This is an optimization exercise on Yosys and OpenROAD, whose aim is small area, a short achievable clock period and few clock cycles, not a production implementation. No run shown here included a check of the RTL's function; only the layout flow was run. Power and IR drop assume default switching activity.

--- flow/run.sh ---
#!/bin/bash
# synth_recipe.tcl (not shown) runs the flow's synth.tcl, then flattens the netlist and writes it again
# the make line also repeats each setting of config.mk as NAME=value (left out here)
make -C /OpenROAD-flow-scripts/flow DESIGN_CONFIG=/design/flow/config.mk WORK_HOME=/design/flow/orfs CLKGATE_MAP_FILE= SYNTH_SCRIPT=/design/flow/synth_recipe.tcl finish
--- flow/config.mk ---
export PLATFORM = sky130hd
export DESIGN_NAME = bellmanford
export DESIGN_NICKNAME = bellmanford
export VERILOG_FILES = /design/flow/design.v
export SDC_FILE = /design/flow/constraint.sdc
export NUM_CORES = 4
export LEC_CHECK = 0
export CAP_MARGIN = 20
export CORE_AREA = 5 5 275 275
export DIE_AREA = 0 0 280 280
export SETUP_SLACK_MARGIN = 2.5
export SLEW_MARGIN = 20
--- flow/constraint.sdc ---
create_clock -name core_clock -period 5.0 [get_ports {clock}]
set_input_delay 1.0000 -clock core_clock [delete_from_list [all_inputs] [get_ports {clock}]]
set_output_delay 1.0000 -clock core_clock [all_outputs]
set_load 0.01 [all_outputs]
--- flow/design.v ---
module bellmanford (reset, clock, GMAR1, GMDR1, GMAR2, GMDR2, IMAR, IMDR, WMAR1, WMAR2, WMDR1, WMDR2, WMWDR, WMWAR, WMWE, OMAR, OMDR, OMWAR, OMWDR, OMWE, NegCycle, Finish);
input clock,reset;
output wire [12:0] GMAR1;
input wire [127:0] GMDR1;
output wire [12:0] GMAR2;
input wire [127:0] GMDR2;
output reg [12:0] IMAR;
input wire [7:0] IMDR;
output wire [12:0] WMAR1;
input wire [127:0] WMDR1;
output wire [12:0] WMAR2;
input wire [127:0] WMDR2;
output wire [12:0] WMWAR;
output wire [127:0] WMWDR;
output wire WMWE;
output wire [12:0] OMAR;
output wire [15:0] OMDR;
assign OMAR = 13'b0;
assign OMDR = 16'b0;
output reg [12:0] OMWAR;
output reg [15:0] OMWDR;
output wire OMWE;
output reg NegCycle;
output reg Finish;
localparam [3:0] QS = 4'd0,    
                 NS = 4'd1,    
                 E  = 4'd2,    
                 NX = 4'd3,    
                 PK = 4'd4,    
                 OA = 4'd5,    
                 OB = 4'd6,    
                 OC = 4'd7,    
                 OD = 4'd8,    
                 DN = 4'd9,    
                 NG = 4'd10;   
reg [3:0] st;
reg [5:0] Nm1;         
reg [5:0] U;           
reg [7:0] DistU;
reg [5:0] iv;          
reg [7:0] nw;          
reg [5:0] icnt;        
reg [2:0] fslot;       
reg [12:0] fline;      
reg [5:0] passm1;      
reg ncc;               
reg nproc;             
reg [63:0] dirty;      
reg [5:0] nxt;         
reg nxt_all;
reg qfirst;            
reg nxt_has;
reg fresh;             
reg [5:0] wa;          
reg wv;                
reg ep, rst_d;         
always @(posedge clock) begin
    rst_d <= reset;
    if (reset && !rst_d) ep <= !ep;
end
function [7:0] add8;   
    input [7:0] a, b;
    reg [7:0] g, p, g1, p1, g2, p2, g3;
    integer k;
    begin
        g = a & b;
        p = a ^ b;
        for (k = 0; k < 8; k = k + 1) begin
            g1[k] = (k >= 1) ? (g[k] | (p[k] & g[k-1])) : g[k];
            p1[k] = (k >= 1) ? (p[k] & p[k-1]) : p[k];
        end
        for (k = 0; k < 8; k = k + 1) begin
            g2[k] = (k >= 2) ? (g1[k] | (p1[k] & g1[k-2])) : g1[k];
            p2[k] = (k >= 2) ? (p1[k] & p1[k-2]) : p1[k];
        end
        for (k = 0; k < 8; k = k + 1)
            g3[k] = (k >= 4) ? (g2[k] | (p2[k] & g2[k-4])) : g2[k];
        add8 = p ^ {g3[6:0], 1'b0};
    end
endfunction
function lt8;          
    input [7:0] a, b;
    reg [7:0] l, e;
    reg [3:0] l1, e1;
    reg [1:0] l2, e2;
    integer k;
    begin
        l = ~a & b;
        e = ~(a ^ b);
        for (k = 0; k < 4; k = k + 1) begin
            l1[k] = l[2*k+1] | (e[2*k+1] & l[2*k]);
            e1[k] = e[2*k+1] & e[2*k];
        end
        for (k = 0; k < 2; k = k + 1) begin
            l2[k] = l1[2*k+1] | (e1[2*k+1] & l1[2*k]);
            e2[k] = e1[2*k+1] & e1[2*k];
        end
        lt8 = l2[1] | (e2[1] & l2[0]);
    end
endfunction
function lt6;          
    input [5:0] a, b;
    begin
        lt6 = lt8({2'b00, a}, {2'b00, b});
    end
endfunction
wire [7:0] rdist2 = WMDR2[21:14];
wire valid2 = WMDR2[13:0] == {ep, IMAR};
wire relax = (st == E) && (!valid2 || lt8(nw ^ 8'h80, rdist2 ^ 8'h80));
function [6:0] pe8;    
    input [7:0] x;
    begin
        casez (x)
            8'b???????1: pe8 = {1'b1, 3'b0, 3'd0};
            8'b??????10: pe8 = {1'b1, 3'b0, 3'd1};
            8'b?????100: pe8 = {1'b1, 3'b0, 3'd2};
            8'b????1000: pe8 = {1'b1, 3'b0, 3'd3};
            8'b???10000: pe8 = {1'b1, 3'b0, 3'd4};
            8'b??100000: pe8 = {1'b1, 3'b0, 3'd5};
            8'b?1000000: pe8 = {1'b1, 3'b0, 3'd6};
            8'b10000000: pe8 = {1'b1, 3'b0, 3'd7};
            default:     pe8 = 7'd0;
        endcase
    end
endfunction
function [6:0] pe64;   
    input [63:0] x;
    reg [7:0] g;
    reg [6:0] gi, t;
    reg [2:0] li;
    integer k;
    begin
        li = 3'd0;
        for (k = 0; k < 8; k = k + 1) g[k] = |x[8*k +: 8];
        gi = pe8(g);
        for (k = 0; k < 8; k = k + 1) begin
            t = pe8(x[8*k +: 8]);
            if (gi[2:0] == k) li = t[2:0];
        end
        pe64 = {gi[6], gi[2:0], li};
    end
endfunction
function [63:0] above;   
    input [5:0] a;
    integer k;
    begin
        for (k = 0; k < 64; k = k + 1) above[k] = (k > a);
    end
endfunction
wire [63:0] mask1 = nxt_all ? 64'hffffffffffffffff : above(nxt);
wire [63:0] dirty_e = dirty | ({63'd0, wv} << wa);
wire [6:0] pe_u = pe64(dirty_e & mask1);
wire wa_c = wv && lt6(U, wa);
wire iv_c = relax && lt6(U, iv);
wire wa_lt = !nxt_has || lt6(wa, nxt);
wire iv_lt = !nxt_has || lt6(iv, nxt);
wire iv_lt_wa = lt6(iv, wa);
wire keep_nxt = !(wa_c && wa_lt) && !(iv_c && iv_lt);   
wire abv_has = nxt_has || wa_c || iv_c;
wire [5:0] abv_alt = (iv_c && (!wa_c || iv_lt_wa)) ? iv : wa;
wire has_d = |dirty_e;
wire clr_u = (st == NS) || fresh;
wire [63:0] dirty_n = (st == QS) ? 64'd0 : (dirty_e & ~({63'd0, clr_u} << U));
always @(posedge clock) dirty <= dirty_n;
wire [5:0] nmin = keep_nxt ? nxt : abv_alt;
wire nmin_has = abv_has;
wire done = (st == NX) || (st == E && icnt == 6'd0);
wire ahead = (st == E) && (icnt == 6'd0);
wire [5:0] Ur = ahead ? nxt : U;
assign GMAR1 = (st == QS) ? 13'd0 : {7'd0, Ur};
assign GMAR2 = (st == NS || ahead) ? GMDR1[12:0] : fline;
assign WMAR1 = {7'd0, Ur};
assign WMAR2 = {7'd0, iv};
assign WMWE = relax || (st == NS && qfirst);
assign WMWAR = {7'd0, (st == E) ? iv : U};
assign WMWDR = {100'd0, U, (st == E) ? nw : 8'd0, ep, IMAR};
assign OMWE = (st == OA) || (st == OB) || (st == OC) || (st == OD);
always @(*) begin
    case (st)
        OA: OMWDR = {8'd0, rdist2};
        OB: OMWDR = {8'd0, IMDR};
        OC: OMWDR = {10'd0, iv} + 16'd1;
        default: OMWDR = (IMDR == 8'hff) ? 16'hffff : 16'h0000;
    endcase
end
reg [13:0] slotw;
always @(*) begin
    case (fslot)
        3'd0: slotw = {GMDR2[125:120], GMDR2[119:112]};
        3'd1: slotw = {GMDR2[109:104], GMDR2[103:96]};
        3'd2: slotw = {GMDR2[93:88], GMDR2[87:80]};
        3'd3: slotw = {GMDR2[77:72], GMDR2[71:64]};
        3'd4: slotw = {GMDR2[61:56], GMDR2[55:48]};
        3'd5: slotw = {GMDR2[45:40], GMDR2[39:32]};
        3'd6: slotw = {GMDR2[29:24], GMDR2[23:16]};
        default: slotw = {GMDR2[13:8], GMDR2[7:0]};
    endcase
end
wire [5:0] L = GMDR2[117:112];
wire [7:0] dN = WMDR1[21:14];
wire nfirst = (st != E) || ahead;
wire [7:0] nwn = add8(nfirst ? ((st == NS && qfirst) ? 8'd0 : dN) : DistU,
                      nfirst ? GMDR2[103:96] : slotw[7:0]);
wire [5:0] v1 = GMDR2[109:104] - 6'd1;    
always @(posedge clock) begin
    if (reset) begin
        st <= QS;
        IMAR <= 13'd0;
        OMWAR <= 13'd0;
        Finish <= 1'b0;
        NegCycle <= 1'b0;
    end else begin
        if (wv) ncc <= 1'b1;
        case (st)
        QS: begin
            wv <= 1'b0;
            Nm1 <= GMDR1[5:0] - 6'd2;
            U <= IMDR[5:0] - 6'd1;
            nxt <= IMDR[5:0] - 6'd1;
            nxt_all <= 1'b0;
            qfirst <= 1'b1;
            passm1 <= 6'd0;
            ncc <= 1'b1;
            nproc <= 1'b0;
            IMAR <= IMAR + 13'd1;
            st <= NS;
        end
        NS: begin
            DistU <= qfirst ? 8'd0 : WMDR1[21:14];
            nw <= nwn;
            qfirst <= 1'b0;
            wv <= 1'b0;
            nxt <= pe_u[5:0];
            nxt_has <= pe_u[6];
            if (U == Nm1) nproc <= 1'b1;
            iv <= v1;
            icnt <= L - 6'd1;
            fslot <= 3'd2;
            fline <= GMDR1[12:0];
            st <= (L == 6'd0) ? NX : E;
        end
        E: begin
            nxt <= nmin;
            nxt_has <= nmin_has;
            wv <= relax;
            wa <= iv;
            if (icnt != 6'd0) begin
                iv <= slotw[13:8] - 6'd1;
                nw <= nwn;
                icnt <= icnt - 6'd1;
                fslot <= fslot + 3'd1;
                if (fslot == 3'd7) fline <= fline + 13'd1;
            end
        end
        NX: begin
            wv <= 1'b0;
        end
        PK: begin
            iv <= IMDR[5:0] - 6'd1;
            wv <= 1'b0;
            U <= pe_u[5:0];
            nxt <= pe_u[5:0];
            nxt_all <= 1'b0;
            if (passm1 == 6'd0 && !nproc && has_d) begin
                st <= NS;
            end else if (!(ncc || wv) || !has_d) begin
                st <= OA;
            end else if (passm1 == Nm1) begin
                st <= NG;
            end else begin
                passm1 <= passm1 + 6'd1;
                ncc <= 1'b0;
                st <= NS;
            end
        end
        OA: begin
            OMWAR <= OMWAR + 13'd1;
            iv <= WMDR2[27:22];
            st <= OB;
        end
        OB: begin
            OMWAR <= OMWAR + 13'd1;
            IMAR <= IMAR + 13'd1;
            st <= OC;
        end
        OC: begin
            OMWAR <= OMWAR + 13'd1;
            iv <= WMDR2[27:22];
            if (WMDR2[27:22] == iv) st <= OD;    
        end
        OD: begin
            OMWAR <= OMWAR + 13'd1;
            if (IMDR == 8'hff) begin
                IMAR <= IMAR + 13'd1;
                st <= QS;
            end else begin
                Finish <= 1'b1;
                st <= DN;
            end
        end
        DN: begin
        end
        NG: begin
            NegCycle <= 1'b1;
        end
        default: st <= QS;
        endcase
        fresh <= 1'b0;
        if (ahead) begin
            nxt <= pe_u[5:0];
            nxt_has <= pe_u[6];
            DistU <= dN;
            nw <= nwn;
            if (nxt == Nm1 && nxt_has) nproc <= 1'b1;
            iv <= v1;
            icnt <= L - 6'd1;
            fslot <= 3'd2;
            fline <= GMDR1[12:0];
        end
        if (done) begin
            if (abv_has) begin
                if (keep_nxt && nxt_has && st == E && !(relax && iv == nxt)) begin
                    U <= nxt;
                    fresh <= 1'b1;
                    st <= (L == 6'd0) ? NX : E;
                end else begin
                    U <= keep_nxt ? nxt : abv_alt;
                    nxt <= keep_nxt ? nxt : abv_alt;
                    st <= NS;
                end
            end else begin
                nxt_all <= 1'b1;
                st <= PK;
            end
        end
    end
end
endmodule
==> notes.md, run 1 <==
- Status: finished clean
- Worst path max stage delay: roughly 0.57 ns
- Flop-to-flop setup slack: between 1.5 and 2 ns
- FP Rows: roughly 100
- WS Path Type: in2out
- P per Cell Area: 372 mW/mm²
- CTS clock-pin slew for the worst setup and hold paths: about 0.070 ns
- Critical Path Most Common Cell: buf_6
- Clock buffer depth: 2
- I/O pins: just under 800
- CP Cell Sequence: buf_12 > clkinv_8 > ha_4 > a21oi_4 > buf_6 > nand4_1 > or4_4 > o21ai_4 > nand2_2 > buf_6
- Root buffer cell: clkbuf_16
- 1st-pass router iterations: 6
- DIE AREA: 0.0784 mm²
- Vias per cell: between 5 and 6
- ANT nets after route: 0
- Worst hold start: OMWAR[12]
- Final #Nets: 2996
- Cell count after synthesis: 1866
- Synthesized cell area: between 0.015 and 0.02 mm²
- Fmax: 268 MHz
- R2R cell count: 11
- Area Overhead vs Synth: 59.8%
- Clk_skew: 0.0122 ns
- CP required: about 4.0 ns
- Drt first-iter violations: 1669
- Core box area: just over 0.07 mm²
- Max Slew Vio Count: 0
- Commonest non-fill, non-tap cells in the layout: buf_4, clkdlybuf4s50_1, conb_1
- Tmin final: around 3.7 ns
- Final WL: 74700 µm
- GR Util All Layers: 0.171
- Core Util, Final: 0.339
- Final Cycle Share: 0.745
- Buffers & Inverters on Critical Path: 4
- Rel. slew slack: 0.202
- Hold depth: 2
- Most common cell after layout, fill and taps aside: buf_4
- Max VDD drop: approximately 300 µV
- Final std cells w/o fill: 3386
- Yosys Warn Count: 1
- Post-synth cell types: 100
- Max_cap viols: 0
- Largest net degree at the start of global routing: 66
- Layout cells sized above 1: 0.358
- Worst Max-Slew Pin Slew: about 1.2 ns
- Syn Area/Cell: 8.25 µm²
- Primary FF master, synth: dfxtp_1
- Worst reg2reg endpoint: nxt[1]
- H-Tree Depth: 4
- Total negative slack: 0 ns
- DR vias: 17200
- FILL cells: between 7000 and 8000
- Fin. Hold Viols: 0
- Seq/Total Area, Yosys: 0.286
- RSZ-0062 raised after global routing: true
- CTS tree: built
- HPWL Detailed: roughly 51000 µm
- Hold worst-path end: OMWAR[12]
- Worst r2r src: wa[5]
- TritonCTS Buffers: 17
- Delay-heaviest family, CP: simple AND/OR/NAND/NOR gates
- Port bufs: about 280
- Die Span X: roughly 280 µm
- WL/cell: roughly 22 µm
- Final setup violating endpoints: 0
- Die height: roughly 280 µm
- Vias in the first global route: between 15000 and 20000
- Ys async rst share: 0
- Worst Path Arrival: approximately 2.7 ns
- Clock sinks: 179
- Worst path slowest cell: or4_4
- Number of synthesized flops with an enable pin: between 80 and 90
- Initial Util: 0.212
- Total global routing overflow: 0
- Class of the worst hold path: reg2reg
- Antenna violations before repair: 7
- Residual DRC: 0
- Critical Path Start Type: input port
- Worst-Skew Late Latency: roughly 0.47 ns
- Post-Place Cells: slightly above 3000
- Crit. End Element: primary output
- CP Max Fanout: 2
- Leak: 9.77 nW
- First-pass GRT wire length: about 100000 µm
- Routability cong.: 1.01
- Synth Register Bits: about 180
how the worst max path moves through the flow:
| stage | cells past startpoint | startpoint | endpoint | slack, ns |
|---|---|---|---|---|
| after floorplan | 18 | fslot[2] | nw[7] | 1.60 |
| final | 10 | WMDR2[21] | WMWE | 1.27 |
| after CTS | 10 | WMDR2[21] | WMWE | 1.24 |
| after global routing | 10 | WMDR2[21] | WMWE | 1.23 |
| after global placement | 10 | WMDR2[21] | WMWE | 0.34 |
| after detailed placement | 10 | WMDR2[21] | WMWE | 0.35 |
cells in the mapped netlist, types with 25 or more instances:
library cell	count	area, µm²
a211oi_1	73	548
a21oi_1	153	766
a22oi_1	25	188
buf_4	188	1410
clkbuf_1	67	251
dfxtp_1	97	1940
edfxtp_1	82	2460
ha_1	61	763
inv_1	65	244
mux2_2	47	529
nand2_1	124	465
nand3_1	40	200
nor2_1	184	691
nor3_1	42	210
nor4_1	27	169
o21ai_0	88	440
xnor2_1	56	490
xor2_1	54	473
state kept, by name (all words and copies together), names as in the netlist, 3 cells and up:
signal  flops
fline      13
OMWAR      13
st          4
wa          6
Nm1         6
U           6
dirty      64
passm1      6
icnt        6
DistU       8
iv          6
IMAR       13
fslot       3
nw          8
nxt         6
cell families after synthesis:
family,count (synthesis),synth area share
simple gates,563,0.183
buf+inv,346,0.138
mux,63,0.0448
other cells,1,0.000244
flops,179,0.286
xor+xnor,110,0.0626
compound gates,542,0.235
fa+ha+maj,62,0.0509
metal layers:
layer	part of all wire	track usage	vias to the layer above
met1	0.36	0.194	8216
met2	0.48	0.296	1015
met5	0.00075	0	-
li1	-	-	7655
met4	0.054	0.0710	10
met3	0.10	0.0542	290
worst register-to-register path: cells and delay by family (launching register included):
family                 cells  cell delay, ns
AO/OA/AOI/OAI              6            1.24
flip-flops                 1            0.40
AND/OR/NAND/NOR            4            1.46
buffers and inverters      1            0.24
power by group:
part	internal, mW	total (mW)	switching [mW]
Combinational	2.62	5.83	3.22
Clock	0.663	1.34	0.678
Sequential	1.81	1.99	0.178
what timing repair did:
action | 4_1_cts | 5_1_grt
hold buffers | 0 | 0
gates cloned | 8 | 3
resized for setup | 724 | 232
setup endpoints to repair | 170 | 138
pin swaps | 107 | 107
buffers inserted | 192 | 92
stage by stage:
stage	instance area, µm²	hold slack (ns)	setup slack [ns]	total power, mW
floorplan	16500	0.470	1.60	4.55
global placement	19100	0.452	0.336	5.93
detailed placement	19100	0.464	0.346	5.95
CTS	22900	0.487	1.24	8.32
global route	24600	0.526	1.23	9.55
finish	24600	0.491	1.27	9.16
final cells by class:
class | instances | area (µm²) | share of cell area
Sequential cell | 179 | 4450 | 0.181
Inverter | 65 | 292 | 0.0118
Timing Repair inverter | 2 | 21.3 | 0.000864
Tap cell | 959 | 1200 | 0.0487
Clock buffer | 21 | 450 | 0.0183
Clock inverter | 11 | 96.3 | 0.00391
Antenna cell | 2 | 5.00 | 0.000203
Timing Repair Buffer | 647 | 6420 | 0.261
Multi-Input combinational cell | 1500 | 11700 | 0.475
==> inputs of run 2 (changes only) <==
--- a/flow/config.mk
+++ b/flow/config.mk
@@ -5,8 +5,9 @@
 export SDC_FILE = /design/flow/constraint.sdc
 export NUM_CORES = 4
 export LEC_CHECK = 0
+export ABC_CLOCK_PERIOD_IN_PS = 3000
 export CAP_MARGIN = 20
 export CORE_AREA = 5 5 275 275
 export DIE_AREA = 0 0 280 280
-export SETUP_SLACK_MARGIN = 2.5
+export SETUP_SLACK_MARGIN = 1.5
 export SLEW_MARGIN = 20
==> run 2 against run 1 <==
Global-route usage shrank 0.72 points. First-iteration DRC count shrank 12%. Via count shrank 7.2%. Sequential power is essentially flat. Area after synthesis is the same. Routed wire length shrank 7.5%. Synthesized cell count is the same. Still clean. Worst hold slack lost 0.016 ns.
==> notes.md, run 2 <==
- Status: finished clean
- Worst reg2reg endpoint: nxt[1]
- Port bufs: 281
- Total negative slack: 0 ns
- CP required: 4.00 ns
- H-Tree Depth: 4
- Ys async rst share: 0
- Post-Place Cells: about 3100
- Total global routing overflow: 0
- Number of flip-flops in the largest register: 64
- GR Util All Layers: 0.164
- Hold worst-path end: Finish
- HPWL Detailed: around 52000 µm
- Max VDD drop: between 300 and 400 µV
- Cell count after synthesis: between 1500 and 2000
- TritonCTS Buffers: 17
- Area Overhead vs Synth: 39.3%
- Primary FF master, synth: dfxtp_1
- Antenna violations before repair: 12
- Worst path slowest cell: or4_4
- Final #Nets: between 2000 and 3000
- Core box area: 0.0726 mm²
- Commonest cells in the netlist: buf_4, nor2_1, a21oi_1, nand2_1, dfxtp_1
- Crit. End Element: primary output
- Final WL: 69100 µm
- R2R cell count: 13
- Clk_skew: between 0.015 and 0.02 ns
- Layout cells sized above 1: 0.230
- DP Area: 0.0189 mm²
- Fmax: between 200 and 300 MHz
- Final Cycle Share: 0.736
- Final setup violating endpoints: 0
- Fin. Hold Viols: 0
- P per Cell Area: about 370 mW/mm²
- Worst hold start: Finish
- Final worst slack: 1.32 ns
- WL/cell: 21.5 µm
- First-pass GRT wire length: 97800 µm
- Root buffer cell: clkbuf_16
- Worst path max stage delay: roughly 0.51 ns
- Initial Util: 0.212
- Routability cong.: between 0.9 and 1
- Vias in the first global route: 15100
- I/O pins: between 700 and 800
- Worst-Skew Late Latency: 0.47 ns
- DR vias: roughly 16000
- Synth top area cells: edfxtp_1, dfxtp_1, buf_4, a21oi_1, ha_1
- Final Power: around 8 mW
- 1st-pass router iterations: 8
- Residual DRC: 0
- Design Area, Final: 0.0215 mm²
- Area leader, netlist: edfxtp_1
- Clock buffer depth: 2
- Post-synth cell types: 100
- CP Cell Sequence: clkdlybuf4s50_1 > xnor2_1 > nand4_1 > or4_4 > o21ai_4 > nand2_2 > buf_6
- RSZ-0062 raised after global routing: true
- Worst Max-Slew Pin Slew: about 1.1 ns
- DIE AREA: 0.0784 mm²
- ANT nets after route: 0
- CTS tree: built
- Yosys Warn Count: 1
- Most common cell in the synthesized netlist: buf_4
- Class of the worst hold path: reg2reg
- Synthesized cell area: approximately 0.015 mm²
- Most common cell after layout, fill and taps aside: clkdlybuf4s50_1
- Vias per cell: 4.95
- Pre-CTS setup slack: ~0.13 ns
- CTS clock-pin slew for the worst setup and hold paths: roughly 0.070 ns
- Rel. slew slack: 0.265
- WS Path Type: in2out
- Hold depth: 2
- Final std cells w/o fill: roughly 3200
- FP Rows: between 90 and 100
- Seq/Total Area, Yosys: 0.286
- Die height: 280 µm
- Largest net degree at the start of global routing: 66
- Top-area cell type share of the netlist area: 0.160
- Min Hold Slack: 0.475 ns
- Max_cap viols: 0
- Core Util, Final: 0.296
- Max Slew Vio Count: 0
- CP Max Fanout: 2
- Drt first-iter violations: 1468
- Critical Path Start Type: input port
- Synth Register Bits: ~180
- Tmin final: approximately 3.7 ns
- CTS Hold Bufs: 0
- Commonest non-fill, non-tap cells in the layout: clkdlybuf4s50_1, buf_4, nor2_1
- Worst Path Arrival: around 2.7 ns
- Clock sinks: between 150 and 200
- Number of synthesized flops with an enable pin: between 80 and 90
- Most flops, register: dirty
- Syn Area/Cell: 8.25 µm²
- Leak: between 8 and 9 nW
- Die Span X: around 280 µm
- Worst r2r src: nxt[3]
- Flop-to-flop setup slack: between 1 and 1.5 ns
run 2: critical path, delay by kind of cell:
family / cells / cell delay (ns)
simple gates: 3 / 0.77
compound gates: 1 / 0.20
buf+inv: 2 / 0.60
xor+xnor: 1 / 0.11
run 2: cells by family (layout without fill, tap and decap cells):
group | Yosys count | in the layout | share of synthesized area
compound gates | 542 | 543 | 0.235
xor+xnor | 110 | 110 | 0.0626
fa+ha+maj | 62 | 62 | 0.0509
buf+inv | 346 | 578 | 0.138
flops | 179 | 179 | 0.286
mux | 63 | 63 | 0.0448
other cells | 1 | 161 | 0.000244
simple gates | 563 | 566 | 0.183
run 2: what timing repair did:
| action | in CTS | in global routing |
|---|---|---|
| endpoints found under the setup margin | 85 | 74 |
| pin swaps | 51 | 60 |
| buffers inserted | 73 | 36 |
| resized for setup | 236 | 173 |
| cloned | 4 | 1 |
run 2: where the power goes:
part / internal (mW) / switching, mW / leakage, nW
Clock: 0.798 / 0.660 / 0.296
Combinational: 1.85 / 2.69 / 6.57
Sequential: 1.81 / 0.215 / 1.56
Total: 4.46 / 3.57 / 8.42
run 2: final cells by class:
type,count,area (µm²)
clock buffer,19,433
multi-input combinational,1501,10600
sequential,179,4410
clock inverter,13,171
timing repair buffer,481,4420
inverter,65,255
tap,959,1200
antenna,4,10.0
fill,7780,51100
run 2: per-layer routing:
metal  track usage  part of all wire
met1         0.200              0.38
met5             0            0.0010
met2         0.280              0.49
met4        0.0535             0.039
met3        0.0442             0.091
run 2: worst max path at each step:
stage	start	end	slack [ns]	cells after the start
final	WMDR2[13]	WMWE	1.32	7
after global routing	WMDR2[21]	WMWE	1.26	10
after CTS	WMDR2[21]	WMWE	1.20	10
after detailed placement	WMDR2[21]	WMWE	0.13	10
after global placement	WMDR2[21]	WMWE	0.10	10
after floorplan	WMDR2[21]	nxt[2]	1.50	12

-- separate check: timing with driven ports --
No port has a modelled driver above. Below, the same layouts with a new extraction and two added sets of constraints.
Step 1 sets driving cells, clkbuf_16 on the clock port and buf_2 on the other inputs (assumed; they add their load-dependent delay and slew).
Step 2 adds t to the input delays and takes it off the output delays; t is the mean of the earliest and latest rising clock arrival at the registers after step 1. Input paths then give back, and output paths get back, about the clock's delay inside the block.
Slacks: no drivers / after step 1 / after step 2; pairs: no drivers / after step 1.
run | shift t [ns] | setup slack, ns | worst setup path after step 2 | worst data-port slew with drivers (ns) | cell pins on the clock port's net
run 1 | 0.516 | 1.275 / 1.184 / 0.966 | input to register | 0.14 | 1
run 2 | 0.516 | 1.322 / 1.282 / 1.046 | input to register | 0.15 | 1
After both steps every run listed still meets setup and hold. For run 1, which loses most, drivers alone change the setup slack by -0.091 ns; drivers and shift together by -0.309 ns.
